Source: an optimization exercise on an open RTL-to-GDS flow (aim: small area). Production flows keep margins and buffers that such runs may drop. Function was checked by simulation only, so behaviour that the tests miss may differ from the original. Power figures rest on the tool's default switching activity, not on a simulated workload.

==> try-nickel: inputs <==
## ahb_lite_matrix
module ahb_lite_matrix(
    input             HCLK,
    input             HRESETn,
    input [31:0]      M0_HADDR,
    input [2:0]       M0_HBURST,
    input             M0_HMASTLOCK,
    input [3:0]       M0_HPROT,
    input [2:0]       M0_HSIZE,
    input [1:0]       M0_HTRANS,
    input [31:0]      M0_HWDATA,
    input             M0_HWRITE,
    output            M0_HREADY,
    output reg        M0_HRESP,
    input [1:0]       M0_Pri,
    input [31:0]      M1_HADDR,
    input [2:0]       M1_HBURST,
    input             M1_HMASTLOCK,
    input [3:0]       M1_HPROT,
    input [2:0]       M1_HSIZE,
    input [1:0]       M1_HTRANS,
    input [31:0]      M1_HWDATA,
    input             M1_HWRITE,
    output            M1_HREADY,
    output reg        M1_HRESP,
    input [1:0]       M1_Pri,
    input [31:0]      M2_HADDR,
    input [2:0]       M2_HBURST,
    input             M2_HMASTLOCK,
    input [3:0]       M2_HPROT,
    input [2:0]       M2_HSIZE,
    input [1:0]       M2_HTRANS,
    input [31:0]      M2_HWDATA,
    input             M2_HWRITE,
    output            M2_HREADY,
    output reg        M2_HRESP,
    input [1:0]       M2_Pri,
    input [31:0]      M3_HADDR,
    input [2:0]       M3_HBURST,
    input             M3_HMASTLOCK,
    input [3:0]       M3_HPROT,
    input [2:0]       M3_HSIZE,
    input [1:0]       M3_HTRANS,
    input [31:0]      M3_HWDATA,
    input             M3_HWRITE,
    output            M3_HREADY,
    output reg        M3_HRESP,
    input [1:0]       M3_Pri,
    output  [31:0] HADDR,
    output  [2:0]  HBURST,
    output         HMASTLOCK,
    output  [3:0]  HPROT,
    output  [2:0]  HSIZE,
    output  [1:0]  HTRANS,
    output  [31:0] HWDATA,
    output         HWRITE,
    output           s0_HSEL,
    output           s1_HSEL,
    output           s2_HSEL,
    output           s3_HSEL,
    output           s4_HSEL,
    output           s5_HSEL,
    output           s6_HSEL,
    input [31:0]     s0_HRDATA,
    input            s0_HREADYOUT,
    input            s0_HRESP,
    output           s0_HREADY,
    input [31:0]     s1_HRDATA,
    input            s1_HREADYOUT,
    input            s1_HRESP,
    output           s1_HREADY,
    input [31:0]     s2_HRDATA,
    input            s2_HREADYOUT,
    input            s2_HRESP,
    output           s2_HREADY,
    input [31:0]     s3_HRDATA,
    input            s3_HREADYOUT,
    input            s3_HRESP,
    output           s3_HREADY,
    input [31:0]     s4_HRDATA,
    input            s4_HREADYOUT,
    input            s4_HRESP,
    output           s4_HREADY,
    input [31:0]     s5_HRDATA,
    input            s5_HREADYOUT,
    input            s5_HRESP,
    output           s5_HREADY,
    input [31:0]     s6_HRDATA,
    input            s6_HREADYOUT,
    input            s6_HRESP,
    output           s6_HREADY,
    output [31:0] HRDATA
);
==> flow/config.mk <==
export PLATFORM = sky130hd
export DESIGN_NAME = ahb_lite_matrix
export DESIGN_NICKNAME = ahb_lite_matrix
export VERILOG_FILES = /design/flow/design.v
export SDC_FILE = /design/flow/constraint.sdc
export NUM_CORES = 4
export LEC_CHECK = 0
export ABC_AREA = 1
export CAP_MARGIN = 20
export CORE_AREA = 5 5 245 245
export DIE_AREA = 0 0 250 250
export SLEW_MARGIN = 20
==> flow/constraint.sdc <==
create_clock -name core_clock -period 7.0 [get_ports {HCLK}]
set_input_delay 1.4000 -clock core_clock [delete_from_list [all_inputs] [get_ports {HCLK}]]
set_output_delay 1.4000 -clock core_clock [all_outputs]
set_load 0.01 [all_outputs]
standard.sh (not shown) runs the stock make flow with config.mk's settings and CLKGATE_MAP_FILE= SYNTH_SCRIPT=/design/flow/synth_recipe.tcl, a recipe that flattens the netlist after the stock synthesis.
==> flow/flow/run.sh <==
#!/bin/bash
# Standard ORFS layout, with the port buffers made of the smallest buffer
# cell (sky130_fd_sc_hd__buf_1) instead of the resizer's default choice.
set -euo pipefail
bash standard.sh "BUFFER_PORTS_ARGS=-buffer_cell sky130_fd_sc_hd__buf_1" finish > standard_flow.log 2>&1
==> inputs of try-juniper, as changes to try-nickel <==
==> flow/flow/run.sh (replaced) <==
#!/bin/bash
# Standard ORFS layout with two changes:
#  - synthesis is the standard synthesis script, except that Yosys's abc
#    call uses flow/area.abc (area-oriented mapping) instead of ORFS's script;
#    registers are mapped before abc, so they are the same as the standard's;
#  - the port buffers are the smallest buffer cell (sky130_fd_sc_hd__buf_1).
set -euo pipefail
W=$(pwd)
{
  head -n 1 synth_recipe.tcl
  cat <<'EOT'
proc abc {args} {
  set i [lsearch -exact $args -script]
  if {$i >= 0} {
    set args [lreplace $args [expr {$i + 1}] [expr {$i + 1}] $::env(OWN_ABC_SCRIPT)]
  }
  yosys abc {*}$args
}
EOT
  tail -n +2 synth_recipe.tcl
} > own_synth.tcl
export OWN_ABC_SCRIPT="$W/flow/area.abc"
bash standard.sh "SYNTH_SCRIPT=$W/own_synth.tcl" \
  "BUFFER_PORTS_ARGS=-buffer_cell sky130_fd_sc_hd__buf_1" RECOVER_POWER=100 finish > standard_flow.log 2>&1
==> flow/flow/area.abc (new file) <==
strash
&get -n
&st
&dch
&nf -a
&st
&dch
&nf -a
&put
topo
--- a/flow/config.mk
+++ b/flow/config.mk
@@ -9,3 +9,5 @@
 export CAP_MARGIN = 20
+export CELL_PAD_IN_SITES_DETAIL_PLACEMENT = 1
 export CORE_AREA = 5 5 245 245
+export CTS_BUF_LIST = sky130_fd_sc_hd__clkbuf_4
 export DIE_AREA = 0 0 250 250
==> results.sh <==
export IMPL_min_period_over_period=0.782
export IMPL_met1Wirelength_mm=15.4
export IMPL_whs_path_depth=2
export IMPL_status="complete, no violations"
export IMPL_p_clk_w=0.000111
export IMPL_dpl_hpwl_mm=41.3
export IMPL_inverters=60
export IMPL_syn_area_um2=3850
export IMPL_powerSeq_w=0.000102
That was try-nickel.
==> results.sh <==
export IMPL_dpl_hpwl_mm=38.6
export IMPL_maxCapViolCount=1
export IMPL_check_faults="capacitance limit, slew limit"
export IMPL_syn_area_um2=3070
export IMPL_status="failed layout checks"
export IMPL_drv_slew=35
That was try-juniper.


==> run M <==
ahb_lite_matrix again, from the RTL that the note above started with.
==> flow/config.mk <==
export PLATFORM = sky130hd
export DESIGN_NAME = ahb_lite_matrix
export DESIGN_NICKNAME = ahb_lite_matrix
export VERILOG_FILES = /design/flow/design.v
export SDC_FILE = /design/flow/constraint.sdc
export NUM_CORES = 4
export LEC_CHECK = 0
export ABC_AREA = 1
export CAP_MARGIN = 20
export CORE_AREA = 5 5 245 245
export CTS_BUF_LIST = sky130_fd_sc_hd__clkbuf_1 sky130_fd_sc_hd__clkbuf_2
export DIE_AREA = 0 0 250 250
export SLEW_MARGIN = 20
==> flow/constraint.sdc <==
create_clock -name core_clock -period 7.0 [get_ports {HCLK}]
set_input_delay 1.4000 -clock core_clock [delete_from_list [all_inputs] [get_ports {HCLK}]]
set_output_delay 1.4000 -clock core_clock [all_outputs]
set_load 0.01 [all_outputs]
==> flow/flow/run.sh <==
#!/bin/bash
# Standard ORFS layout with two changes:
#  - synthesis is the standard synthesis script, except that Yosys's abc
#    call uses flow/area.abc (area-oriented mapping) instead of ORFS's script;
#    registers are mapped before abc, so they are the same as the standard's;
#  - the port buffers are the smallest buffer cell (sky130_fd_sc_hd__buf_1).
set -euo pipefail
W=$(pwd)
{
  head -n 1 synth_recipe.tcl
  cat <<'EOT'
proc abc {args} {
  set i [lsearch -exact $args -script]
  if {$i >= 0} {
    set args [lreplace $args [expr {$i + 1}] [expr {$i + 1}] $::env(OWN_ABC_SCRIPT)]
  }
  yosys abc {*}$args
}
EOT
  tail -n +2 synth_recipe.tcl
} > own_synth.tcl
export OWN_ABC_SCRIPT="$W/flow/area.abc"
bash standard.sh "SYNTH_SCRIPT=$W/own_synth.tcl" \
  "BUFFER_PORTS_ARGS=-buffer_cell sky130_fd_sc_hd__buf_1" finish > standard_flow.log 2>&1
==> flow/flow/area.abc <==
strash
&get -n
&st
&dch
&nf -a
&st
&dch
&nf -a
&put
topo
==> run B: changes against run M <==
==> flow/run.sh (new file) <==
#!/bin/bash
# synth_recipe.tcl (not shown) runs the flow's synth.tcl, then flattens the netlist and writes it again
# the make line also repeats each setting of config.mk as NAME=value (left out here)
make -C /OpenROAD-flow-scripts/flow DESIGN_CONFIG=/design/flow/config.mk WORK_HOME=/design/flow/orfs CLKGATE_MAP_FILE= SYNTH_SCRIPT=/design/flow/synth_recipe.tcl finish
--- a/flow/config.mk
+++ b/flow/config.mk
@@ -8,6 +8,6 @@
 export ABC_AREA = 1
 export CAP_MARGIN = 20
 export CORE_AREA = 5 5 245 245
-export CTS_BUF_LIST = sky130_fd_sc_hd__clkbuf_1 sky130_fd_sc_hd__clkbuf_2
+export CTS_BUF_LIST = sky130_fd_sc_hd__clkbuf_2 sky130_fd_sc_hd__clkbuf_4
 export DIE_AREA = 0 0 250 250
 export SLEW_MARGIN = 20
removed: flow/flow/run.sh
removed: flow/flow/area.abc
removed: flow/standard.sh
==> run K: changes against run M <==
==> flow/flow/area.abc (replaced) <==
strash
&get -n
&st
&dc2
&dch
&nf -a -p -C 32 -F 8 -A 8
&st
&dch
&nf -a -p -C 32 -F 8 -A 8
&put
topo
--- a/flow/config.mk
+++ b/flow/config.mk
@@ -8,6 +8,7 @@
 export ABC_AREA = 1
 export CAP_MARGIN = 20
 export CORE_AREA = 5 5 245 245
-export CTS_BUF_LIST = sky130_fd_sc_hd__clkbuf_1 sky130_fd_sc_hd__clkbuf_2
+export CTS_BUF_LIST = sky130_fd_sc_hd__clkbuf_4
 export DIE_AREA = 0 0 250 250
+export PLACE_DENSITY = 0.95
 export SLEW_MARGIN = 20
==> comparison <==
Against run B, the clock skew of run M is lower by 0.028 ns. Between run B and run M, the lower sequential power is in run B (gap about 6%, measured against run M). The lowest clock power belongs to run M, the highest to run B. Flip-flop and latch count is the same in run K and run B. Power: run K is lower than run M (about 1.3%). Of run B and run M, run B has the higher critical path depth (gap 4). The lowest non-clock buffer count belongs to run B, the highest to run M. Register-to-register slack: run B > run M > run K. Via count: run M < run K < run B. Against run M, the combinational power of run B is larger by about 37%.

-- re-timing with driven ports --
How much do the figures lean on ideal ports? The routed layouts below were timed once more, with nothing changed but the port constraints.
Step 1 sets driving cells, clkbuf_16 on the clock port and buf_2 on the other inputs (assumed; they add their load-dependent delay and slew).
Step 2 also shifts input and output timing later by t, the mid clock arrival at the registers, as if the neighbouring blocks saw the same clock.
a / b / c = ideal / step 1 / step 2; a / b = the first two.
| run | shift t [ns] | setup WS [ns] | worst setup path at the end | worst register clock-pin slew, ns |
|---|---|---|---|---|
| try-nickel | 0.289 | 1.527 / 1.457 / 1.457 | input to output | 0.05 / 0.05 |
| try-juniper | 0.346 | 0.974 / 0.950 / 0.950 | input to output | 0.08 / 0.08 |
| run M | 0.345 | 1.080 / 1.057 / 1.057 | input to output | 0.12 / 0.12 |
| run B | 0.325 | 0.887 / 0.747 / 0.747 | input to output | 0.10 / 0.10 |
| run K | 0.318 | 0.625 / 0.593 / 0.593 | input to output | 0.08 / 0.08 |
For run B, which loses most, drivers alone change the setup slack by -0.140 ns; drivers and shift together by -0.140 ns.
